Background: an optimization exercise with open tools, aiming at small area. Do not read the settings as production practice.
Only simulation tests tie the RTL to the original design; equivalence was not proved.
The clock input has no modelled driver; a real chip could not lean on it and would need a root buffer or a full tree.
Power figures rest on the tool's default switching activity, not on a simulated workload.

## TopGlove
module TopGlove (
    input clk,
    input rst,
    input [1:0] sw,
    input btn_up,
    input btn_down,
    input btn_left,
    input btn_center,
    output gyro_cs,
    output gyro_sclk,
    output gyro_mosi,
    input  gyro_miso,
    output reg [15:0] LED,
    input       master_rts,
    output      master_rx,
    input       master_tx,
    output      master_cts
);
For scale: roughly 490 cells after synthesis, about 160 flip-flops, ~32 I/O pins, roughly 6100 um2 of cells after synthesis.
==> module UART, before the edit <==
module UART (
    input        rst,
    input        clk,
    input        pop,       
    input  [2:0] code,      
    output       ready,
    output       tx
);
    localparam [13:0] PV = 14'h200e;    
    reg  [13:0] vt;
    wire [13:0] v = vt ^ PV;
    wire baud = (v == 14'h0E53);
    always @(posedge clk) begin
        if (rst)       vt <= 14'd0 ^ PV;
        else if (baud) vt <= 14'd1 ^ PV;
        else           vt <= {v[12:0], ~(v[13] ^ v[12])} ^ PV;
    end
    localparam [3:0] PU = 4'h1;          
    reg  [3:0] ut;
    wire [3:0] u = ut ^ PU;
    reg  [3:0] u_n;
    reg  [2:0] cd;
    always @* begin
        if (rst) u_n = 4'd0;
        else case (u)
            4'd0:  u_n = pop ? 4'd1 : 4'd0;
            4'd1:  u_n = 4'd2;
            4'd2:  u_n = baud ? 4'd3 : 4'd2;
            4'd3:  u_n = baud ? 4'd4 : 4'd3;
            4'd4:  u_n = baud ? 4'd5 : 4'd4;
            4'd5:  u_n = baud ? 4'd6 : 4'd5;
            4'd6:  u_n = baud ? 4'd7 : 4'd6;
            4'd7:  u_n = baud ? 4'd8 : 4'd7;
            4'd8:  u_n = baud ? 4'd9 : 4'd8;
            4'd9:  u_n = baud ? 4'd10 : 4'd9;
            4'd10: u_n = baud ? 4'd11 : 4'd10;
            4'd11: u_n = baud ? 4'd12 : 4'd11;
            default: u_n = 4'd0;
        endcase
    end
    always @(posedge clk) begin
        ut <= u_n ^ PU;
        if (u == 4'd0 && pop) cd <= code;
    end
    assign ready = (u == 4'd0) | (u == 4'd1);
    wire [3:0] d = (cd == 3'd5) ? 4'd8 : {1'b0, cd};
    reg txr;
    always @* case (u)
        4'd3:  txr = 1'b0;           
        4'd4:  txr = d[0];
        4'd5:  txr = d[1];
        4'd6:  txr = d[2];
        4'd7:  txr = d[3];
        4'd8, 4'd9, 4'd10, 4'd11: txr = 1'b0;
        default: txr = 1'b1;         
    endcase
    assign tx = txr;
endmodule
clock: 10.0 ns
lec_check: 0
cap_margin: 20
core_margin: 2
core_utilization: 40
cts_buf_list: sky130_fd_sc_hd__clkbuf_8
slew_margin: 20
standard.sh (not shown) runs the stock make flow with config.mk's settings and CLKGATE_MAP_FILE= SYNTH_SCRIPT=/design/flow/synth_recipe.tcl, a recipe that flattens the netlist after the stock synthesis.
==> flow/flow/run.sh <==
#!/bin/bash
# The standard layout, with these changes:
#  - synthesis maps logic with an area-oriented ABC script (flow/area.abc)
#    in place of ORFS's speed script; everything else in synthesis is as
#    standard.sh runs it. Should ABC fail on it, synthesis is rerun with
#    flow/area_safe.abc, the same mapping without the don't-care passes;
#  - port buffers are sky130_fd_sc_hd__buf_1;
#  - the clock tree is built by flow/cts_tree.tcl (a root buffer driving
#    leaf buffers of at most CTS_TREE_MAX_SINKS flip-flops each) in place
#    of TritonCTS.
# Each step's full output is in the ORFS logs under orfs/logs; the make
# output of each call is in synth.log, synth_safe.log and standard.log.
set -uo pipefail
export CTS_TREE_NET=clk CTS_TREE_MAX_SINKS=19 CTS_TREE_LEAF=sky130_fd_sc_hd__clkbuf_8 CTS_TREE_ROOT=sky130_fd_sc_hd__clkbuf_4
W=$(pwd)
make_synth_script() {  # $1 = ABC script, $2 = output name
  sed "s#^  log_cmd abc {\*}\$abc_args#  set abc_args [lreplace \$abc_args 1 1 $1]\n  log_cmd abc {*}\$abc_args#" \
    "$FLOW_HOME/scripts/synth.tcl" > "$W/synth_$2.tcl"
  sed "s#source \$::env(SCRIPTS_DIR)/synth.tcl#source $W/synth_$2.tcl#" synth_recipe.tcl > "$W/synth_recipe_$2.tcl"
}
make_synth_script "$W/flow/area.abc" area
make_synth_script "$W/flow/area_safe.abc" safe
S="$W/synth_recipe_area.tcl"
if ! bash standard.sh "SYNTH_SCRIPT=$S" synth > synth.log 2>&1; then
  S="$W/synth_recipe_safe.tcl"
  bash standard.sh "SYNTH_SCRIPT=$S" synth > synth_safe.log 2>&1 || exit 1
fi
bash standard.sh "SYNTH_SCRIPT=$S" \
  "BUFFER_PORTS_ARGS=-buffer_cell sky130_fd_sc_hd__buf_1" \
  "PRE_CTS_TCL=$W/flow/cts_tree.tcl" \
  finish > standard.log 2>&1
Other scripts of this flow, unchanged in this note and not shown: flow/flow/area.abc, flow/flow/area_safe.abc, flow/flow/cts_tree.tcl
Rerun with:
--- a/flow/design.v
+++ b/flow/design.v
@@ -20,9 +20,9 @@
     input  [2:0] code,      
     output       ready,
     output       tx
 );
-    localparam [13:0] PV = 14'h200e;    
+    localparam [13:0] PV = 14'h200a;    
     reg  [13:0] vt;
     wire [13:0] v = vt ^ PV;
     wire baud = (v == 14'h0E53);
     always @(posedge clk) begin
Total power increases slightly.
Critical path depth stays the same.
Synthesized cell count grows slightly.
Register-to-register slack is better by 30 ps.
Utilization is about the same.
Final area stays flat.
In every run of this note, the design's own scripts or RTL, not TritonCTS, make the clock network.

what the ideal ports hide:
How much do the figures lean on ideal ports? The routed layouts below were timed once more, with nothing changed but the port constraints. Step 1 sets driving cells, clkbuf_16 on the clock port and buf_2 on the other inputs (assumed; they add their load-dependent delay and slew). Step 2 times the ports against the registers' clock, not the clock port: input delays grow and output delays shrink by t, the midpoint of the rising clock arrivals with the driver on. Slacks: ideal ports / drivers / drivers and shift; pairs: ideal ports / drivers.
run	t, ns	slack for setup (ns)	worst slew at a driven data input, ns
the first run	0.532	4.498 / 4.470 / 4.470	0.04
the second run	0.546	4.495 / 4.470 / 4.470	0.04
After both steps setup and hold are still met in every run listed. The setup slack of the first run, which loses most, moves by -0.028 ns with the drivers and by -0.028 ns with both steps.
